What follows belongs to an exercise in optimizing a design on an open flow for small area, a short achievable clock period and few clock cycles; a production flow would make more cautious choices.
The RTL was checked by simulation tests, not by an equivalence proof against the original design.
Power and IR drop assume default switching activity.

==> flow/design.v (outline; a module is shown in full before it is edited, if it fits) <==
// module dct_top: 104 lines
// module dctn_sign1: 14 lines
// module dctn_pass1: 1170 lines
// module dctn_pass2: 1133 lines
// module dctn_bk17: 75 lines
// module dctn_bk18: 80 lines
module dct_top(data_in, clk, rst, dct_en, approx_en, data_out, dct_done);
  // ...
==> flow/flow/run.sh <==
#!/bin/bash
# The standard layout (the standard.sh) with two changes:
#  - the port buffers are buf_2 cells instead of the delay buffers that
#    buffer_ports picks itself;
#  - after the standard synthesis, flow/fixinv.py removes inverters between
#    full adders by choosing each full adder's polarity (a full adder is
#    self-dual); registers and all other cells stay as synthesized.
set -euo pipefail
export BUFFER_PORTS_ARGS="-buffer_cell sky130_fd_sc_hd__buf_2"
NET=$PWD/orfs/results/sky130hd/dct_top/base/1_2_yosys.v
bash standard.sh "$NET" > synth.log 2>&1
python3 flow/fixinv.py "$NET" "$NET.fixed" > fixinv.log 2>&1
cp "$NET" "$NET.orig"
mv "$NET.fixed" "$NET"
bash standard.sh > standard.log 2>&1
==> flow/flow/fixinv.py <==
#!/usr/bin/env python3
"""Polarity optimisation of a sky130 gate netlist written by Yosys.

A full adder is self-dual: fa(~a, ~b, ~c) = (~sum, ~cout). The adder
extraction of the synthesis leaves inverters between many full adders; this
script chooses, for each full adder, whether it computes its function on
complemented inputs and outputs, so that as few nets as possible need an
inverter, then rebuilds the inverters. Registers and all other cells are left
as they are.

Usage: fixinv.py IN.v OUT.v
"""
import re
import sys
import random
from collections import defaultdict

OUTPINS = {'X', 'Y', 'Q', 'Q_N', 'SUM', 'COUT', 'HI', 'LO'}
INV_RE = re.compile(r'^sky130_fd_sc_hd__(inv|clkinv)_\d+$')
FA_RE = re.compile(r'^sky130_fd_sc_hd__fa_\d+$')


def parse(text):
    m = re.search(r'^module\s+(\w+)\s*\((.*?)\);', text, re.S | re.M)
    start = m.start()
    body_start = m.end()
    end = text.rindex('endmodule')
    body = text[body_start:end]
    cell_re = re.compile(r'^\s*(sky130_fd_sc_hd__\w+)\s+(\S+)\s*\((.*?)\);\s*$', re.S | re.M)
    cells = []
    for cm in cell_re.finditer(body):
        typ, name, pins = cm.group(1), cm.group(2), cm.group(3)
        conns = []
        for pm in re.finditer(r'\.(\w+)\(\s*((?:\\\S+\s)|[^()]*?)\s*\)', pins):
            conns.append([pm.group(1), pm.group(2).strip()])
        cells.append([typ, name, conns])
    decl = cell_re.sub('', body)
    ports = set()
    for line in decl.split('\n'):
        mm = re.match(r'\s*(input|output)\s+(\[(\d+):(\d+)\]\s+)?(\S+);', line)
        if mm:
            nm = mm.group(5)
            if mm.group(2):
                hi, lo = int(mm.group(3)), int(mm.group(4))
                for b in range(min(hi, lo), max(hi, lo) + 1):
                    ports.add(('%s' % mm.group(1), '%s[%d]' % (nm, b)))
            else:
                ports.add((mm.group(1), nm))
    return text[:body_start], decl, cells, text[end:], ports


def main():
    text = open(sys.argv[1]).read()
    head, decl, cells, tail, ports = parse(text)
    inports = {n for d, n in ports if d == 'input'}
    outports = {n for d, n in ports if d == 'output'}

    driver = {}            # net -> (cell index, pin)
    sinks = defaultdict(list)  # net -> [(cell index, pin index)]
    for ci, (typ, name, conns) in enumerate(cells):
        for pi, (pin, net) in enumerate(conns):
            if pin in OUTPINS:
                driver[net] = (ci, pin)
            else:
                sinks[net].append((ci, pi))
    isinv = [bool(INV_RE.match(c[0])) for c in cells]
    isfa = [bool(FA_RE.match(c[0])) for c in cells]
    # inverters and adders that drive ports stay as they are
    for ci, (typ, name, conns) in enumerate(cells):
        for pin, net in conns:
            if pin in OUTPINS and net in outports:
                isinv[ci] = False
                isfa[ci] = False

    def inv_io(ci):
        d = dict(cells[ci][2])
        return d['A'], d['Y']

    roots = [n for n in set(list(driver) + list(inports)) if not (n in driver and isinv[driver[n][0]])]
    groups = {}
    removable = set()
    invsize = {}
    for r in roots:
        invsize[r] = 1
        sl = []
        stack = [(r, 0)]
        seen = set()
        while stack:
            n, q = stack.pop()
            if n in seen:
                continue
            seen.add(n)
            for ci, pi in sinks.get(n, []):
                if isinv[ci]:
                    removable.add(ci)
                    invsize[r] = max(invsize[r], int(cells[ci][0].rsplit('_', 1)[1]))
                    a, y = inv_io(ci)
                    stack.append((y, q ^ 1))
                else:
                    sl.append((ci, pi, q))
        groups[r] = sl

    flip = [0] * len(cells)

    def drv_flip(r):
        if r in driver and isfa[driver[r][0]]:
            return flip[driver[r][0]]
        return 0

    def need_of(r):
        fd = drv_flip(r)
        return [(ci, pi) for ci, pi, q in groups[r] if q ^ fd ^ (flip[ci] if isfa[ci] else 0)]

    def cost_root(r):
        fd = drv_flip(r)
        for ci, pi, q in groups[r]:
            if q ^ fd ^ (flip[ci] if isfa[ci] else 0):
                return 1
        return 0

    touch = defaultdict(set)
    for r, sl in groups.items():
        if r in driver and isfa[driver[r][0]]:
            touch[driver[r][0]].add(r)
        for ci, pi, q in sl:
            if isfa[ci]:
                touch[ci].add(r)
    total = sum(cost_root(r) for r in groups)
    before = total
    fas = [ci for ci in range(len(cells)) if isfa[ci]]
    improved = True
    rounds = 0
    while improved and rounds < 50:
        improved = False
        rounds += 1
        random.shuffle(fas)
        for ci in fas:
            rs = touch[ci]
            c0 = sum(cost_root(r) for r in rs)
            flip[ci] ^= 1
            c1 = sum(cost_root(r) for r in rs)
            if c1 < c0:
                total += c1 - c0
                improved = True
            else:
                flip[ci] ^= 1
    # annealing
    import math
    T = 2.0
    for it in range(200000):
        ci = random.choice(fas)
        rs = touch[ci]
        c0 = sum(cost_root(r) for r in rs)
        flip[ci] ^= 1
        c1 = sum(cost_root(r) for r in rs)
        d = c1 - c0
        if d <= 0 or random.random() < math.exp(-d / T):
            total += d
        else:
            flip[ci] ^= 1
        T = max(0.05, 2.0 * (1 - it / 180000))
    sys.stderr.write('inverters: %d (removable %d) -> %d nets inverted, %d adders flipped\n'
                     % (sum(1 for c in cells if INV_RE.match(c[0])), len(removable), total, sum(flip)))
    if len(sys.argv) < 3:
        return
    keepcells = [ci for ci in range(len(cells)) if not (ci in removable)]

    extra = []
    ninv = 0
    needs = {r: set(need_of(r)) for r in groups}
    # the outputs of flipped adders carry the complement: give them new names
    rename = {}
    for ci in range(len(cells)):
        if isfa[ci] and flip[ci]:
            for pc in cells[ci][2]:
                if pc[0] in OUTPINS:
                    old = pc[1]
                    new = 'fixinv_c%d' % len(rename)
                    rename[old] = new
                    pc[1] = new
    extra_c = list(rename.values())
    for r0 in groups:
        need = needs[r0]
        r = rename.get(r0, r0)
        for ci, pi, q in groups[r0]:
            if (ci, pi) not in need:
                cells[ci][2][pi][1] = r
        if need:
            nn = 'fixinv_n%d' % ninv
            k = len(need)
            size = 1 if k <= 3 else (2 if k <= 6 else (4 if k <= 12 else 8))
            size = max(size, min(invsize[r0], 8))
            if size not in (1, 2, 4, 6, 8):
                size = 8
            cells.append(['sky130_fd_sc_hd__inv_%d' % size, 'fixinv_i%d' % ninv, [['A', r], ['Y', nn]]])
            keepcells.append(len(cells) - 1)
            extra.append(nn)
            ninv += 1
            for ci, pi in need:
                cells[ci][2][pi][1] = nn
    out = [head.rstrip('\n'), decl.rstrip()]
    for w in extra + extra_c:
        out.append('  wire %s;' % w)
    for ci in keepcells:
        typ, name, conns = cells[ci]
        pins = ',\n'.join('    .%s(%s%s)' % (p, n, ' ' if n.startswith('\\') else '') for p, n in conns)
        out.append('  %s %s (\n%s\n  );' % (typ, name, pins))
    out.append(tail)
    open(sys.argv[2], 'w').write('\n'.join(out))
    sys.stderr.write('inverters now %d\n' % sum(1 for ci in keepcells if INV_RE.match(cells[ci][0])))


if __name__ == '__main__':
    random.seed(1)
    main()
==> flow/standard.sh <==
#!/bin/bash
# synth_recipe.tcl (not shown) runs the flow's synth.tcl, then flattens the netlist and writes it again
# the make line also repeats each setting of config.mk as NAME=value (left out here)
make -C /OpenROAD-flow-scripts/flow DESIGN_CONFIG=/design/flow/config.mk WORK_HOME=/design/flow/orfs CLKGATE_MAP_FILE= SYNTH_SCRIPT=/design/flow/synth_recipe.tcl "${@:-finish}"
==> flow/config.mk <==
export PLATFORM = sky130hd
export DESIGN_NAME = dct_top
export DESIGN_NICKNAME = dct_top
export VERILOG_FILES = /design/flow/design.v
export SDC_FILE = /design/flow/constraint.sdc
export NUM_CORES = 8
export LEC_CHECK = 0
export ABC_CLOCK_PERIOD_IN_PS = 4500
export CAP_MARGIN = 20
export CORE_MARGIN = 2
export CORE_UTILIZATION = 75
export CTS_CLUSTER_DIAMETER = 80
export CTS_CLUSTER_SIZE = 30
export SLEW_MARGIN = 20
==> flow/constraint.sdc <==
create_clock -name core_clock -period 15.0 [get_ports {clk}]
set_input_delay 3.0000 -clock core_clock [delete_from_list [all_inputs] [get_ports {clk}]]
set_output_delay 3.0000 -clock core_clock [all_outputs]
set_load 0.01 [all_outputs]
==> flow_summary.toml, run 1 <==
[drt]
vias = 40700
top_layer = "met5"

[grt]
grt_max_degree = 90
grt_pass1_wl_um = 274000

[timing]
rsz0062_at_grt = "no"
timing.slew.headroom_pct = 25.1
finalCritPeriodShare_pct = 29.7

[placed_design]
place_area_sq_um = 66900
port_buffers = 773

[setup_path]
r2r_slack_ns = 10.78
cp_data_required_time_ns = 12.00
end_kind = "output port"
cpLargestDelayFamily = "flip-flops"
worstPathArrival_ns = 1.46

[cells_and_area]
fillCellCount = 4043
regArea_sq_um = 37400
fin_util_pct = 82.6
multi_input_area_sq_um = 23100
final_area_sq_um = 68900

[cts]
htreeDepth = 2

[pwr]
p_total_mw = 19.5
clkPwrFrac_pct = 10.6
p_seq_share_pct = 42.2
p_sw_mw = 8.20

[run_status]
status = "complete, no violations"

[floorplan]
initial_utilization_pct = 75.5
Testbench counts, summed over its fixed seeds: cycles 6,724.
==> run 2, diff against run 1 <==
==> flow/flow/run.sh (replaced) <==
#!/bin/bash
# The standard layout (the standard.sh) with three changes:
#  - the port buffers are buf_2 cells instead of the delay buffers that
#    buffer_ports picks itself;
#  - after the standard synthesis, flow/fixinv.py removes inverters between
#    full adders by choosing each full adder's polarity (a full adder is
#    self-dual); registers and all other cells stay as synthesized;
#  - after global placement, flow/outbuf.tcl puts each output buffer next to
#    the register that drives it (detailed placement then legalizes).
set -euo pipefail
export BUFFER_PORTS_ARGS="-buffer_cell sky130_fd_sc_hd__buf_2"
R=$PWD/orfs/results/sky130hd/dct_top/base
NET=$R/1_2_yosys.v
bash standard.sh "$NET" > synth.log 2>&1
python3 flow/fixinv.py "$NET" "$NET.fixed" > fixinv.log 2>&1
cp "$NET" "$NET.orig"
mv "$NET.fixed" "$NET"
bash standard.sh "$R/3_3_place_gp.odb" > place.log 2>&1
ODB="$R/3_3_place_gp.odb" openroad -no_init -exit flow/outbuf.tcl > outbuf.log 2>&1
bash standard.sh > standard.log 2>&1
==> flow/flow/outbuf.tcl (new file) <==
# Moves each output port's buffer onto the cell that drives it (after global
# placement; detailed placement legalizes), so that the register drives a
# short wire and the buffer drives the wire to the pin.
read_db $::env(ODB)
set block [ord::get_db_block]
set moved 0
foreach term [$block getBTerms] {
  if {[$term getIoType] ne "OUTPUT"} { continue }
  set net [$term getNet]
  if {$net eq "NULL"} { continue }
  set buf ""
  foreach it [$net getITerms] {
    if {[$it isOutputSignal]} { set buf [$it getInst] }
  }
  if {$buf eq ""} { continue }
  if {![string match "*buf*" [[$buf getMaster] getName]]} { continue }
  set inet ""
  foreach it [$buf getITerms] {
    if {[$it isInputSignal]} { set inet [$it getNet] }
  }
  if {$inet eq "" || $inet eq "NULL"} { continue }
  set drv ""
  foreach it [$inet getITerms] {
    if {[$it isOutputSignal]} { set drv [$it getInst] }
  }
  if {$drv eq ""} { continue }
  lassign [$drv getLocation] x y
  $buf setLocation $x $y
  incr moved
}
puts "moved $moved output buffers"
write_db $::env(ODB)
--- a/flow/config.mk
+++ b/flow/config.mk
@@ -10,3 +10,3 @@
 export CORE_MARGIN = 2
-export CORE_UTILIZATION = 75
+export CORE_UTILIZATION = 60
 export CTS_CLUSTER_DIAMETER = 80
==> flow_summary.toml, run 2 <==
[drt]
drt_wl_total_um = 176000
detail-route-antenna-nets = 0
drt_first_iter_violations = 4206
viasPerCell = 5.71
remaining_drc_errors = 0
wl_per_cell_um = 26.8
vias = 37500
dr.pass1.iters = 8

[placed_design]
gp_congestion = 0.981
pre_cts_slack_ns = 10.87
port_buffers = 773
post-dp-hpwl_um = 134000

[timing]
finalSetupViolCount = 0
drv_slew = 0
tns_ns = 0
layout_min_cycle_time_ns = 4.48
tightest_slew_ns = 1.14
fin_ws_ns = 10.52
finalCritPeriodShare_pct = 29.9
fmax_mhz = 223
hold_violations = 0
timing.slew.headroom_pct = 23.7
rsz0062_at_grt = "no"
finalClockSkew_ns = 0.0222

[grt]
grt_max_degree = 79
grt_util_all_layers_pct = 32.4
globalRouteOverflowTotal = 0
grt_antenna_before_repair = 3
first_global_vias = 37000
grt_pass1_wl_um = 254000

[floorplan]
row_count = 118
initial_utilization_pct = 60.7
die_y_um = 328
core_area_sq_um = 104000
io_pins = 774
die_w_um = 328
die-area_sq_um = 108000

[cells_and_area]
layout.nets = 5904
area_delta_synth_final_pct = 10.0
layout_common_cells = "dfxtp_1, buf_2, edfxtp_1, fa_1, nand2_1"
final_common_cell = "dfxtp_1"
reg_top3 = "g_ring.hi x616, g_ring.lo x308"
drive_above_1_share_pct = 19.5
top_register = "g_ring.hi"
largest_register_ffs = 616
fillCellCount = 7625
n_antenna_cell = 0

[cts]
cts_buffers = 61
root_buffer = "clkbuf_16"
htreeDepth = 2
clkTransAtPathRegs_ns = 0.11
holdBufCountCts = 0
clkSinkCount = 1512
clockBufferDepth = 3
cts_setup_buffers = 0
cts_tree = "yes"
cts-resized-gates = 0
worstSkewPairLatency_ns = 0.72

[min_path]
min_path_type = "flip-flop to flip-flop"

[setup_path]
critPathMaxStageDelay_ns = 0.52
crit_buf_inv = 1
end_kind = "output port"
r2r_slack_ns = 10.85
worstPathArrival_ns = 1.48
cp_data_required_time_ns = 12.00
cpLargestDelayFamily = "flip-flops"
crit_slowest_cell = "edfxtp_1"
worstPathCellList = "buf_2"
path_max_fanout = 2
start_kind = "flip-flop"
timing_worst_setup_path_type = "flip-flop to output port"

[yosys]
synth_nets = 5342
yosys_warnings = 4
syn_area_sq_um = 63000
post_synth_inst_count = 4574
synth_area_per_cell_sq_um = 13.8

[pwr]
p_leak_nw = 31.1
ir_drop_mv = 0.236
p_per_area_nw_per_um2 = 270

[run]
timing.max_cap.violations = 0

[run_status]
status = "complete, no violations"
## run 2: through the flow
stage          total power [mW]  instance area [sq um]  util [%]  instances  hold slack (ns)
2_1_floorplan              13.1                  63000         -       4574            0.310
3_3_place_gp               16.3                  67300      64.9       6453            0.310
3_5_place_dp               16.7                  67300      64.9       6453            0.312
4_1_cts                    18.8                  69300      66.8       6566            0.315
5_1_grt                    20.1                  69300      66.8       6566            0.317
6_report                   18.7                  69300      66.8       6566            0.320
## run 2: cell type report
| cell class | instances | area, sq um | area share, % |
|---|---|---|---|
| Clock buffer | 97 | 1720 | 2.49 |
| Clock inverter | 16 | 244 | 0.352 |
| Inverter | 270 | 1040 | 1.50 |
| Multi-Input combinational cell | 2490 | 23100 | 33.4 |
| Sequential cell | 1512 | 37400 | 53.9 |
| Tap cell | 1380 | 1730 | 2.49 |
| Timing Repair Buffer | 801 | 4080 | 5.89 |
## run 2: final timing paths
kind / startpoint / end / cells after the start
setup / recovery: g_ring[3].hi[9] / data_out[339] / 1
hold / removal: g_ring[6].lo[12] / g_ring[6].lo[19] / 0
setup reg to reg: p1.p1_r20 / yb[8] / 13
hold reg to reg: g_ring[6].lo[12] / g_ring[6].lo[19] / 0
## run 2: report_power, final
part,internal [mW],switching (mW)
Sequential,6.77,1.23
Combinational,3.57,5.05
Clock,0.846,1.27
## run 2: routing by layer
layer	share of wire, %	track usage, %	up-vias	routed length [um]
met2	46	51.2	1912	81100
met4	3.4	9.88	2	5900
met5	0.0068	0	-	12
li1	-	-	16500	-
met3	9.7	7.02	305	17000
met1	41	45.4	18800	71700
==> run 3, diff against run 2 <==
==> flow/flow/run.sh (replaced) <==
#!/bin/bash
# The standard layout (the standard.sh) with two changes:
#  - the port buffers are buf_2 cells instead of the delay buffers that
#    buffer_ports picks itself;
#  - after the standard synthesis, flow/fixinv.py removes inverters between
#    full adders by choosing each full adder's polarity (a full adder is
#    self-dual), and drops the buffers that synthesis put between registers
#    and the output ports they drive; registers stay as synthesized.
set -euo pipefail
export BUFFER_PORTS_ARGS="-buffer_cell sky130_fd_sc_hd__buf_2"
NET=$PWD/orfs/results/sky130hd/dct_top/base/1_2_yosys.v
bash standard.sh "$NET" > synth.log 2>&1
python3 flow/fixinv.py "$NET" "$NET.fixed" > fixinv.log 2>&1
cp "$NET" "$NET.orig"
mv "$NET.fixed" "$NET"
bash standard.sh > standard.log 2>&1
--- a/flow/flow/fixinv.py
+++ b/flow/flow/fixinv.py
@@ -56,2 +56,32 @@
     outports = {n for d, n in ports if d == 'output'}
+
+    # buffers between a register and an output port (inserted for nets
+    # that are both an output and used inside) are removed: the register
+    # drives the port net directly and the inside loads move onto it
+    BUF_RE = re.compile(r'^sky130_fd_sc_hd__(clk)?buf_\d+$')
+    FF_RE = re.compile(r'^sky130_fd_sc_hd__e?dfxtp_\d+$')
+    drv0 = {}
+    for ci, (typ, name, conns) in enumerate(cells):
+        for pin, net in conns:
+            if pin in OUTPINS:
+                drv0[net] = ci
+    dropped = set()
+    renamed = {}
+    for ci, (typ, name, conns) in enumerate(cells):
+        if not BUF_RE.match(typ):
+            continue
+        d = dict(conns)
+        a, x = d.get('A'), d.get('X')
+        if x in outports and a in drv0 and FF_RE.match(cells[drv0[a]][0]) and a not in outports and a not in renamed:
+            dropped.add(ci)
+            renamed[a] = x
+    if renamed:
+        for ci, (typ, name, conns) in enumerate(cells):
+            if ci in dropped:
+                continue
+            for pc in conns:
+                if pc[1] in renamed:
+                    pc[1] = renamed[pc[1]]
+        cells = [c for ci, c in enumerate(cells) if ci not in dropped]
+    sys.stderr.write('register-to-port buffers removed: %d\n' % len(dropped))
 
--- a/flow/config.mk
+++ b/flow/config.mk
@@ -10,3 +10,3 @@
 export CORE_MARGIN = 2
-export CORE_UTILIZATION = 60
+export CORE_UTILIZATION = 70
 export CTS_CLUSTER_DIAMETER = 80
removed: flow/flow/outbuf.tcl
==> flow_summary.toml, run 3 <==
[drt]
wl_per_cell_um = 27.8
viasPerCell = 6.12
drt_wl_total_um = 177000
dr.pass1.iters = 11
remaining_drc_errors = 0
drt_first_iter_violations = 5318
detail-route-antenna-nets = 0
vias = 38900

[floorplan]
die_w_um = 302
initial_utilization_pct = 70.6
die-area_sq_um = 91400
die_y_um = 302
row_count = 109
core_area_sq_um = 88200
io_pins = 774

[run_status]
status = "complete, no violations"

[timing]
hold_violations = 0
layout_min_cycle_time_ns = 4.44
timing.slew.headroom_pct = 30.0
holdWs_ns = 0.283
finalSetupViolCount = 0
tns_ns = 0
rsz0062_at_grt = "no"
tightest_slew_ns = 1.05
finalClockSkew_ns = 0.0629
fmax_mhz = 225
drv_slew = 0
finalCritPeriodShare_pct = 29.6

[cts]
root_buffer = "clkbuf_16"
htreeDepth = 2
clkTransAtPathRegs_ns = 0.11
cts-resized-gates = 0
clockBufferDepth = 3
cts_tree = "yes"
cts_buffers = 61
clkSinkCount = 1512
cts_setup_buffers = 0
holdBufCountCts = 0
worstSkewPairLatency_ns = 0.72

[setup_path]
critPathMaxStageDelay_ns = 0.53
crit_slowest_cell = "edfxtp_1"
crit_buf_inv = 1
worstPathArrival_ns = 1.44
timing_worst_setup_path_type = "flip-flop to output port"
worstPathCellList = "buf_2"
cpLargestDelayFamily = "flip-flops"
path_max_fanout = 2
start_kind = "flip-flop"
cp_data_required_time_ns = 12.00
end_kind = "output port"

[min_path]
min_path_type = "flip-flop to flip-flop"

[pwr]
clkPwrFrac_pct = 11.1
p_leak_nw = 31.1
switching_share_pct = 40.7
ir_drop_mv = 0.227
p_per_area_nw_per_um2 = 275
p_seq_share_pct = 43.1
power.internal_mw = 11.2
p_comb_share_pct = 45.8
p_sw_mw = 7.72

[cells_and_area]
top_register = "g_ring.hi"
final_common_cell = "dfxtp_1"
drive_above_1_share_pct = 19.4
layout.nets = 5901
layout_common_cells = "dfxtp_1, buf_2, edfxtp_1, fa_1, nand2_1"
fillCellCount = 5105
reg_top3 = "g_ring.hi x616, g_ring.lo x308"
area_delta_synth_final_pct = 10.8
largest_register_ffs = 616

[yosys]
post_synth_inst_count = 4486
syn_area_sq_um = 62300
synth_area_per_cell_sq_um = 13.9
yosys_warnings = 4
synth_nets = 5254

[grt]
grt_max_degree = 90
grt_pass1_wl_um = 256000
first_global_vias = 39300
globalRouteOverflowTotal = 0
grt_antenna_before_repair = 6
grt_util_all_layers_pct = 38.4

[run]
timing.max_cap.violations = 0

[placed_design]
post-dp-hpwl_um = 132000
gp_congestion = 1.04
port_buffers = 773
[run 3: routing by layer]
| metal | up-vias | GRT usage (%) | routed length (um) | part of all wire, % |
|---|---|---|---|---|
| li1 | 16500 | - | - | - |
| met1 | 19200 | 50.8 | 64900 | 37 |
| met2 | 2656 | 60.8 | 81400 | 46 |
| met3 | 530 | 9.65 | 20300 | 11 |
| met4 | 2 | 17.1 | 10000 | 5.7 |
| met5 | - | 0 | 12 | 0.0068 |
[run 3: area by class of cell]
type | count | area [sq um] | share of cell area [%]
sequential | 1512 | 37400 | 54.1
multi-input combinational | 2490 | 23100 | 33.5
tap | 1165 | 1460 | 2.11
clock buffer | 100 | 1750 | 2.53
antenna | 3 | 7.51 | 0.0109
timing repair buffer | 798 | 4070 | 5.90
clock inverter | 15 | 223 | 0.323
inverter | 270 | 1040 | 1.51
[run 3: through the flow]
| stage | utilization, % | area (sq um) | std cells | worst slack [ns] | power (mW) |
|---|---|---|---|---|---|
| 6_report | 78.2 | 69000 | 6353 | 10.56 | 19.0 |
| 5_1_grt | 78.2 | 69000 | 6352 | 10.54 | 20.2 |
| 4_1_cts | 78.2 | 69000 | 6349 | 10.54 | 18.9 |
| 3_5_place_dp | 76.0 | 67000 | 6234 | 10.92 | 16.7 |
| 3_3_place_gp | 76.0 | 67000 | 6234 | 10.91 | 16.1 |
| 2_1_floorplan | - | 62300 | 4486 | 11.25 | 13.0 |
[run 3: worst register-to-register path, delay by kind of cell (launching register included)]
kind | cells | cell delay (ns)
adder cells (fa/ha/maj) | 5 | 2.58
flip-flops | 1 | 0.94
AND/OR/NAND/NOR | 2 | 0.57
buffers and inverters | 1 | 0.06
[run 3: path summary, 6_finish.rpt]
path	slack, ns	to	cells past startpoint	startpoint
worst max-delay path	10.56	data_out[532]	1	g_ring[6].hi[70]
worst min-delay path	0.28	g_ring[6].lo[19]	0	g_ring[6].lo[12]
worst max register to register	10.81	p1.p1_r35	8	p1.p1_s17
worst min register to register	0.28	g_ring[6].lo[19]	0	g_ring[6].lo[12]
[run 3: power by group through the flow]
stage	Combinational, mW	Clock, mW	Sequential [mW]
6_report	8.68	2.11	8.17
3_5_place_dp	8.56	0	8.16
3_3_place_gp	8.06	0	8.02
5_1_grt	9.65	2.26	8.30
2_1_floorplan	4.91	0	8.04
4_1_cts	8.68	2.11	8.12
==> run 4, diff against run 3 <==
==> flow/flow/run.sh (replaced) <==
#!/bin/bash
# The standard layout (the standard.sh) with three changes:
#  - the port buffers are buf_2 cells instead of the delay buffers that
#    buffer_ports picks itself;
#  - the output pins of each accumulator bit are grouped (flow/io.tcl);
#  - after the standard synthesis, flow/fixinv.py removes inverters between
#    full adders by choosing each full adder's polarity (a full adder is
#    self-dual); registers and all other cells stay as synthesized.
set -euo pipefail
export BUFFER_PORTS_ARGS="-buffer_cell sky130_fd_sc_hd__buf_2"
export IO_CONSTRAINTS=$PWD/flow/io.tcl
NET=$PWD/orfs/results/sky130hd/dct_top/base/1_2_yosys.v
bash standard.sh "$NET" > synth.log 2>&1
python3 flow/fixinv.py "$NET" "$NET.fixed" > fixinv.log 2>&1
cp "$NET" "$NET.orig"
mv "$NET.fixed" "$NET"
bash standard.sh > standard.log 2>&1
--- a/flow/flow/fixinv.py
+++ b/flow/flow/fixinv.py
@@ -56,32 +56,2 @@
     outports = {n for d, n in ports if d == 'output'}
-
-    # buffers between a register and an output port (inserted for nets
-    # that are both an output and used inside) are removed: the register
-    # drives the port net directly and the inside loads move onto it
-    BUF_RE = re.compile(r'^sky130_fd_sc_hd__(clk)?buf_\d+$')
-    FF_RE = re.compile(r'^sky130_fd_sc_hd__e?dfxtp_\d+$')
-    drv0 = {}
-    for ci, (typ, name, conns) in enumerate(cells):
-        for pin, net in conns:
-            if pin in OUTPINS:
-                drv0[net] = ci
-    dropped = set()
-    renamed = {}
-    for ci, (typ, name, conns) in enumerate(cells):
-        if not BUF_RE.match(typ):
-            continue
-        d = dict(conns)
-        a, x = d.get('A'), d.get('X')
-        if x in outports and a in drv0 and FF_RE.match(cells[drv0[a]][0]) and a not in outports and a not in renamed:
-            dropped.add(ci)
-            renamed[a] = x
-    if renamed:
-        for ci, (typ, name, conns) in enumerate(cells):
-            if ci in dropped:
-                continue
-            for pc in conns:
-                if pc[1] in renamed:
-                    pc[1] = renamed[pc[1]]
-        cells = [c for ci, c in enumerate(cells) if ci not in dropped]
-    sys.stderr.write('register-to-port buffers removed: %d\n' % len(dropped))
 
==> flow/flow/io.tcl (new file) <==
# Output pins of one accumulator bit (ring i, bit b) for columns 7..0 sit
# next to each other, in ring order, so that the ring registers that shift
# into each other and drive these outputs can be placed together.
set_io_pin_constraint -group -order -pin_names {data_out[77] data_out[66] data_out[55] data_out[44] data_out[33] data_out[22] data_out[11] data_out[0]}
set_io_pin_constraint -group -order -pin_names {data_out[78] data_out[67] data_out[56] data_out[45] data_out[34] data_out[23] data_out[12] data_out[1]}
set_io_pin_constraint -group -order -pin_names {data_out[79] data_out[68] data_out[57] data_out[46] data_out[35] data_out[24] data_out[13] data_out[2]}
set_io_pin_constraint -group -order -pin_names {data_out[80] data_out[69] data_out[58] data_out[47] data_out[36] data_out[25] data_out[14] data_out[3]}
set_io_pin_constraint -group -order -pin_names {data_out[81] data_out[70] data_out[59] data_out[48] data_out[37] data_out[26] data_out[15] data_out[4]}
set_io_pin_constraint -group -order -pin_names {data_out[82] data_out[71] data_out[60] data_out[49] data_out[38] data_out[27] data_out[16] data_out[5]}
set_io_pin_constraint -group -order -pin_names {data_out[83] data_out[72] data_out[61] data_out[50] data_out[39] data_out[28] data_out[17] data_out[6]}
set_io_pin_constraint -group -order -pin_names {data_out[84] data_out[73] data_out[62] data_out[51] data_out[40] data_out[29] data_out[18] data_out[7]}
set_io_pin_constraint -group -order -pin_names {data_out[85] data_out[74] data_out[63] data_out[52] data_out[41] data_out[30] data_out[19] data_out[8]}
set_io_pin_constraint -group -order -pin_names {data_out[86] data_out[75] data_out[64] data_out[53] data_out[42] data_out[31] data_out[20] data_out[9]}
set_io_pin_constraint -group -order -pin_names {data_out[87] data_out[76] data_out[65] data_out[54] data_out[43] data_out[32] data_out[21] data_out[10]}
set_io_pin_constraint -group -order -pin_names {data_out[165] data_out[154] data_out[143] data_out[132] data_out[121] data_out[110] data_out[99] data_out[88]}
set_io_pin_constraint -group -order -pin_names {data_out[166] data_out[155] data_out[144] data_out[133] data_out[122] data_out[111] data_out[100] data_out[89]}
set_io_pin_constraint -group -order -pin_names {data_out[167] data_out[156] data_out[145] data_out[134] data_out[123] data_out[112] data_out[101] data_out[90]}
set_io_pin_constraint -group -order -pin_names {data_out[168] data_out[157] data_out[146] data_out[135] data_out[124] data_out[113] data_out[102] data_out[91]}
set_io_pin_constraint -group -order -pin_names {data_out[169] data_out[158] data_out[147] data_out[136] data_out[125] data_out[114] data_out[103] data_out[92]}
set_io_pin_constraint -group -order -pin_names {data_out[170] data_out[159] data_out[148] data_out[137] data_out[126] data_out[115] data_out[104] data_out[93]}
set_io_pin_constraint -group -order -pin_names {data_out[171] data_out[160] data_out[149] data_out[138] data_out[127] data_out[116] data_out[105] data_out[94]}
set_io_pin_constraint -group -order -pin_names {data_out[172] data_out[161] data_out[150] data_out[139] data_out[128] data_out[117] data_out[106] data_out[95]}
set_io_pin_constraint -group -order -pin_names {data_out[173] data_out[162] data_out[151] data_out[140] data_out[129] data_out[118] data_out[107] data_out[96]}
set_io_pin_constraint -group -order -pin_names {data_out[174] data_out[163] data_out[152] data_out[141] data_out[130] data_out[119] data_out[108] data_out[97]}
set_io_pin_constraint -group -order -pin_names {data_out[175] data_out[164] data_out[153] data_out[142] data_out[131] data_out[120] data_out[109] data_out[98]}
set_io_pin_constraint -group -order -pin_names {data_out[253] data_out[242] data_out[231] data_out[220] data_out[209] data_out[198] data_out[187] data_out[176]}
set_io_pin_constraint -group -order -pin_names {data_out[254] data_out[243] data_out[232] data_out[221] data_out[210] data_out[199] data_out[188] data_out[177]}
set_io_pin_constraint -group -order -pin_names {data_out[255] data_out[244] data_out[233] data_out[222] data_out[211] data_out[200] data_out[189] data_out[178]}
set_io_pin_constraint -group -order -pin_names {data_out[256] data_out[245] data_out[234] data_out[223] data_out[212] data_out[201] data_out[190] data_out[179]}
set_io_pin_constraint -group -order -pin_names {data_out[257] data_out[246] data_out[235] data_out[224] data_out[213] data_out[202] data_out[191] data_out[180]}
set_io_pin_constraint -group -order -pin_names {data_out[258] data_out[247] data_out[236] data_out[225] data_out[214] data_out[203] data_out[192] data_out[181]}
set_io_pin_constraint -group -order -pin_names {data_out[259] data_out[248] data_out[237] data_out[226] data_out[215] data_out[204] data_out[193] data_out[182]}
set_io_pin_constraint -group -order -pin_names {data_out[260] data_out[249] data_out[238] data_out[227] data_out[216] data_out[205] data_out[194] data_out[183]}
set_io_pin_constraint -group -order -pin_names {data_out[261] data_out[250] data_out[239] data_out[228] data_out[217] data_out[206] data_out[195] data_out[184]}
set_io_pin_constraint -group -order -pin_names {data_out[262] data_out[251] data_out[240] data_out[229] data_out[218] data_out[207] data_out[196] data_out[185]}
set_io_pin_constraint -group -order -pin_names {data_out[263] data_out[252] data_out[241] data_out[230] data_out[219] data_out[208] data_out[197] data_out[186]}
set_io_pin_constraint -group -order -pin_names {data_out[341] data_out[330] data_out[319] data_out[308] data_out[297] data_out[286] data_out[275] data_out[264]}
set_io_pin_constraint -group -order -pin_names {data_out[342] data_out[331] data_out[320] data_out[309] data_out[298] data_out[287] data_out[276] data_out[265]}
set_io_pin_constraint -group -order -pin_names {data_out[343] data_out[332] data_out[321] data_out[310] data_out[299] data_out[288] data_out[277] data_out[266]}
set_io_pin_constraint -group -order -pin_names {data_out[344] data_out[333] data_out[322] data_out[311] data_out[300] data_out[289] data_out[278] data_out[267]}
set_io_pin_constraint -group -order -pin_names {data_out[345] data_out[334] data_out[323] data_out[312] data_out[301] data_out[290] data_out[279] data_out[268]}
set_io_pin_constraint -group -order -pin_names {data_out[346] data_out[335] data_out[324] data_out[313] data_out[302] data_out[291] data_out[280] data_out[269]}
set_io_pin_constraint -group -order -pin_names {data_out[347] data_out[336] data_out[325] data_out[314] data_out[303] data_out[292] data_out[281] data_out[270]}
set_io_pin_constraint -group -order -pin_names {data_out[348] data_out[337] data_out[326] data_out[315] data_out[304] data_out[293] data_out[282] data_out[271]}
set_io_pin_constraint -group -order -pin_names {data_out[349] data_out[338] data_out[327] data_out[316] data_out[305] data_out[294] data_out[283] data_out[272]}
set_io_pin_constraint -group -order -pin_names {data_out[350] data_out[339] data_out[328] data_out[317] data_out[306] data_out[295] data_out[284] data_out[273]}
set_io_pin_constraint -group -order -pin_names {data_out[351] data_out[340] data_out[329] data_out[318] data_out[307] data_out[296] data_out[285] data_out[274]}
set_io_pin_constraint -group -order -pin_names {data_out[429] data_out[418] data_out[407] data_out[396] data_out[385] data_out[374] data_out[363] data_out[352]}
set_io_pin_constraint -group -order -pin_names {data_out[430] data_out[419] data_out[408] data_out[397] data_out[386] data_out[375] data_out[364] data_out[353]}
set_io_pin_constraint -group -order -pin_names {data_out[431] data_out[420] data_out[409] data_out[398] data_out[387] data_out[376] data_out[365] data_out[354]}
set_io_pin_constraint -group -order -pin_names {data_out[432] data_out[421] data_out[410] data_out[399] data_out[388] data_out[377] data_out[366] data_out[355]}
set_io_pin_constraint -group -order -pin_names {data_out[433] data_out[422] data_out[411] data_out[400] data_out[389] data_out[378] data_out[367] data_out[356]}
set_io_pin_constraint -group -order -pin_names {data_out[434] data_out[423] data_out[412] data_out[401] data_out[390] data_out[379] data_out[368] data_out[357]}
set_io_pin_constraint -group -order -pin_names {data_out[435] data_out[424] data_out[413] data_out[402] data_out[391] data_out[380] data_out[369] data_out[358]}
set_io_pin_constraint -group -order -pin_names {data_out[436] data_out[425] data_out[414] data_out[403] data_out[392] data_out[381] data_out[370] data_out[359]}
set_io_pin_constraint -group -order -pin_names {data_out[437] data_out[426] data_out[415] data_out[404] data_out[393] data_out[382] data_out[371] data_out[360]}
set_io_pin_constraint -group -order -pin_names {data_out[438] data_out[427] data_out[416] data_out[405] data_out[394] data_out[383] data_out[372] data_out[361]}
set_io_pin_constraint -group -order -pin_names {data_out[439] data_out[428] data_out[417] data_out[406] data_out[395] data_out[384] data_out[373] data_out[362]}
set_io_pin_constraint -group -order -pin_names {data_out[517] data_out[506] data_out[495] data_out[484] data_out[473] data_out[462] data_out[451] data_out[440]}
set_io_pin_constraint -group -order -pin_names {data_out[518] data_out[507] data_out[496] data_out[485] data_out[474] data_out[463] data_out[452] data_out[441]}
set_io_pin_constraint -group -order -pin_names {data_out[519] data_out[508] data_out[497] data_out[486] data_out[475] data_out[464] data_out[453] data_out[442]}
set_io_pin_constraint -group -order -pin_names {data_out[520] data_out[509] data_out[498] data_out[487] data_out[476] data_out[465] data_out[454] data_out[443]}
set_io_pin_constraint -group -order -pin_names {data_out[521] data_out[510] data_out[499] data_out[488] data_out[477] data_out[466] data_out[455] data_out[444]}
set_io_pin_constraint -group -order -pin_names {data_out[522] data_out[511] data_out[500] data_out[489] data_out[478] data_out[467] data_out[456] data_out[445]}
set_io_pin_constraint -group -order -pin_names {data_out[523] data_out[512] data_out[501] data_out[490] data_out[479] data_out[468] data_out[457] data_out[446]}
set_io_pin_constraint -group -order -pin_names {data_out[524] data_out[513] data_out[502] data_out[491] data_out[480] data_out[469] data_out[458] data_out[447]}
set_io_pin_constraint -group -order -pin_names {data_out[525] data_out[514] data_out[503] data_out[492] data_out[481] data_out[470] data_out[459] data_out[448]}
set_io_pin_constraint -group -order -pin_names {data_out[526] data_out[515] data_out[504] data_out[493] data_out[482] data_out[471] data_out[460] data_out[449]}
set_io_pin_constraint -group -order -pin_names {data_out[527] data_out[516] data_out[505] data_out[494] data_out[483] data_out[472] data_out[461] data_out[450]}
set_io_pin_constraint -group -order -pin_names {data_out[605] data_out[594] data_out[583] data_out[572] data_out[561] data_out[550] data_out[539] data_out[528]}
set_io_pin_constraint -group -order -pin_names {data_out[606] data_out[595] data_out[584] data_out[573] data_out[562] data_out[551] data_out[540] data_out[529]}
set_io_pin_constraint -group -order -pin_names {data_out[607] data_out[596] data_out[585] data_out[574] data_out[563] data_out[552] data_out[541] data_out[530]}
set_io_pin_constraint -group -order -pin_names {data_out[608] data_out[597] data_out[586] data_out[575] data_out[564] data_out[553] data_out[542] data_out[531]}
set_io_pin_constraint -group -order -pin_names {data_out[609] data_out[598] data_out[587] data_out[576] data_out[565] data_out[554] data_out[543] data_out[532]}
set_io_pin_constraint -group -order -pin_names {data_out[610] data_out[599] data_out[588] data_out[577] data_out[566] data_out[555] data_out[544] data_out[533]}
set_io_pin_constraint -group -order -pin_names {data_out[611] data_out[600] data_out[589] data_out[578] data_out[567] data_out[556] data_out[545] data_out[534]}
set_io_pin_constraint -group -order -pin_names {data_out[612] data_out[601] data_out[590] data_out[579] data_out[568] data_out[557] data_out[546] data_out[535]}
set_io_pin_constraint -group -order -pin_names {data_out[613] data_out[602] data_out[591] data_out[580] data_out[569] data_out[558] data_out[547] data_out[536]}
set_io_pin_constraint -group -order -pin_names {data_out[614] data_out[603] data_out[592] data_out[581] data_out[570] data_out[559] data_out[548] data_out[537]}
set_io_pin_constraint -group -order -pin_names {data_out[615] data_out[604] data_out[593] data_out[582] data_out[571] data_out[560] data_out[549] data_out[538]}
set_io_pin_constraint -group -order -pin_names {data_out[693] data_out[682] data_out[671] data_out[660] data_out[649] data_out[638] data_out[627] data_out[616]}
set_io_pin_constraint -group -order -pin_names {data_out[694] data_out[683] data_out[672] data_out[661] data_out[650] data_out[639] data_out[628] data_out[617]}
set_io_pin_constraint -group -order -pin_names {data_out[695] data_out[684] data_out[673] data_out[662] data_out[651] data_out[640] data_out[629] data_out[618]}
set_io_pin_constraint -group -order -pin_names {data_out[696] data_out[685] data_out[674] data_out[663] data_out[652] data_out[641] data_out[630] data_out[619]}
set_io_pin_constraint -group -order -pin_names {data_out[697] data_out[686] data_out[675] data_out[664] data_out[653] data_out[642] data_out[631] data_out[620]}
set_io_pin_constraint -group -order -pin_names {data_out[698] data_out[687] data_out[676] data_out[665] data_out[654] data_out[643] data_out[632] data_out[621]}
set_io_pin_constraint -group -order -pin_names {data_out[699] data_out[688] data_out[677] data_out[666] data_out[655] data_out[644] data_out[633] data_out[622]}
set_io_pin_constraint -group -order -pin_names {data_out[700] data_out[689] data_out[678] data_out[667] data_out[656] data_out[645] data_out[634] data_out[623]}
set_io_pin_constraint -group -order -pin_names {data_out[701] data_out[690] data_out[679] data_out[668] data_out[657] data_out[646] data_out[635] data_out[624]}
set_io_pin_constraint -group -order -pin_names {data_out[702] data_out[691] data_out[680] data_out[669] data_out[658] data_out[647] data_out[636] data_out[625]}
set_io_pin_constraint -group -order -pin_names {data_out[703] data_out[692] data_out[681] data_out[670] data_out[659] data_out[648] data_out[637] data_out[626]}
--- a/flow/config.mk
+++ b/flow/config.mk
@@ -10,3 +10,3 @@
 export CORE_MARGIN = 2
-export CORE_UTILIZATION = 70
+export CORE_UTILIZATION = 60
 export CTS_CLUSTER_DIAMETER = 80
==> flow_summary.toml, run 4 <==
[run_status]
status = "complete, no violations"

[cts]
holdBufCountCts = 0
cts-resized-gates = 0
clockBufferDepth = 3
clkTransAtPathRegs_ns = 0.11
cts_setup_buffers = 0
root_buffer = "clkbuf_16"
cts_tree = "yes"
cts_buffers = 61
worstSkewPairLatency_ns = 0.73
clkSinkCount = 1512
htreeDepth = 2

[drt]
dr_wl_met2_um = 74400
drt_wl_total_um = 165000
vias = 37200
m1WireLength_um = 70000
dr.pass1.iters = 10
wl_met3_um = 15700
wl_per_cell_um = 25.2
top_layer = "met5"
remaining_drc_errors = 0
detail-route-antenna-nets = 0
drt_first_iter_violations = 4136
viasPerCell = 5.66

[cells_and_area]
fin_cells = 6566
multi_input_area_sq_um = 23100
fillCellCount = 7691
largest_register_ffs = 616
drive_above_1_share_pct = 19.5
final_common_cell = "dfxtp_1"
layout.nets = 5905
top_register = "g_ring.hi"
regArea_sq_um = 37400
reg_top3 = "g_ring.hi x616, g_ring.lo x308"
area_delta_synth_final_pct = 10.1
layout_common_cells = "dfxtp_1, buf_2, edfxtp_1, fa_1, nand2_1"

[placed_design]
placed_cells = 6453
pre_cts_slack_ns = 10.89
port_buffers = 773
gp_congestion = 1.01
post-dp-hpwl_um = 125000

[timing]
hold_violations = 0
finalClockSkew_ns = 0.0388
rsz0062_at_grt = "no"
fin_ws_ns = 10.51
timing.slew.headroom_pct = 29.4
finalSetupViolCount = 0
finalCritPeriodShare_pct = 29.9
tightest_slew_ns = 1.06
tns_ns = 0
layout_min_cycle_time_ns = 4.49
holdWs_ns = 0.323
drv_slew = 0
fmax_mhz = 223

[floorplan]
die-area_sq_um = 108000
initial_utilization_pct = 60.7
die_w_um = 328
die_y_um = 328
row_count = 118
core_area_sq_um = 104000
io_pins = 774

[setup_path]
start_kind = "flip-flop"
crit_buf_inv = 1
worstPathCellList = "buf_2"
r2r-start = "p1.p1_s27"
worstReg2RegEnd = "p1.p1_r47"
reg2regPathDepth = 9
path_max_fanout = 3
timing_worst_setup_path_type = "flip-flop to output port"
r2r_slack_ns = 10.86
cp_data_required_time_ns = 12.00
cpLargestDelayFamily = "flip-flops"
critPathMaxStageDelay_ns = 0.48
worstPathArrival_ns = 1.49
crit_slowest_cell = "edfxtp_1"
end_kind = "output port"

[min_path]
hold_depth = 0
min_from = "g_ring[4].lo[40]"
hold_end = "g_ring[4].lo[47]"
min_path_type = "flip-flop to flip-flop"

[pwr]
switching_share_pct = 39.8
power.internal_mw = 11.2
p_sw_mw = 7.39
p_per_area_nw_per_um2 = 268
ir_drop_mv = 0.217
p_seq_share_pct = 43.2
p_comb_share_pct = 45.4
p_leak_nw = 31.1
clkPwrFrac_pct = 11.3

[yosys]
post_synth_inst_count = 4574
yosys_warnings = 4
synth_nets = 5342
syn_area_sq_um = 63000
synth_area_per_cell_sq_um = 13.8

[grt]
globalRouteOverflowTotal = 0
grt_max_degree = 90
grt_pass1_wl_um = 242000
grt_util_all_layers_pct = 30.4
first_global_vias = 37000
grt_antenna_before_repair = 3

[run]
timing.max_cap.violations = 0
-- run 4: power by group through the flow --
stage,clock network [mW],logic [mW],registers [mW]
2_1_floorplan,0,5.15,7.97
3_3_place_gp,0,8.24,8.03
3_5_place_dp,0,8.50,8.08
4_1_cts,2.16,8.55,8.03
5_1_grt,2.29,9.56,8.22
6_report,2.11,8.44,8.04
-- run 4: worst max-delay path by stage --
stage	start	endpoint	slack (ns)	cells past startpoint
floorplan	rst	ph[1]	11.25	3
global placement	p1.p1_r26	yb[8]	10.89	13
detailed placement	p1.p1_r20	yb[8]	10.89	13
CTS	g_ring[4].ca[10]	data_out[432]	10.47	1
global route	g_ring[4].ca[10]	data_out[432]	10.48	1
finish	g_ring[4].ca[10]	data_out[432]	10.51	1
-- run 4: area by class of cell --
class                      count  share of cell area (%)
antenna                        1                 0.00361
inverter                     270                    1.50
multi-input combinational   2490                    33.3
sequential                  1512                    53.9
clock inverter                17                   0.357
tap                         1380                    2.49
timing repair buffer         802                    5.93
clock buffer                  94                    2.49
-- run 4: per-layer routing --
layer / vias to the layer above / global-route usage [%]
li1: 16500 / -
met1: 18500 / 43.8
met2: 1822 / 46.9
met3: 303 / 6.98
met4: 2 / 7.96
met5: - / 0
-- run 4: through the flow --
step / cell area (sq um) / total power, mW / utilization [%]
after floorplan: 63000 / 13.1 / -
after global placement: 67300 / 16.3 / 64.9
after detailed placement: 67300 / 16.6 / 64.9
after CTS: 69300 / 18.7 / 66.8
after global routing: 69300 / 20.1 / 66.8
final: 69300 / 18.6 / 66.8

afterwards: timing with drivers on the ports:
No port has a modelled driver above. Below, the same layouts with a new extraction and two added sets of constraints. Step 1 assumes that a clkbuf_16 drives the clock port and a buf_2 every other input. Step 2, shift: input delay + t, output delay - t, t = (earliest + latest rising clock arrival at the registers) / 2. This alone moves slack from input paths to output paths. a / b / c = ideal ports / drivers / drivers and shift; a / b = the first two.
run | t (ns) | setup WS [ns] | slew at the worst register clock pin (ns)
run 1 | 0.743 | 10.538 / 10.475 / 10.779 | 0.12 / 0.12
run 2 | 0.792 | 10.517 / 10.441 / 10.854 | 0.12 / 0.12
run 3 | 0.742 | 10.555 / 10.498 / 10.810 | 0.12 / 0.12
run 4 | 0.764 | 10.514 / 10.456 / 10.861 | 0.11 / 0.11
After both steps setup and hold are still met in every run listed.
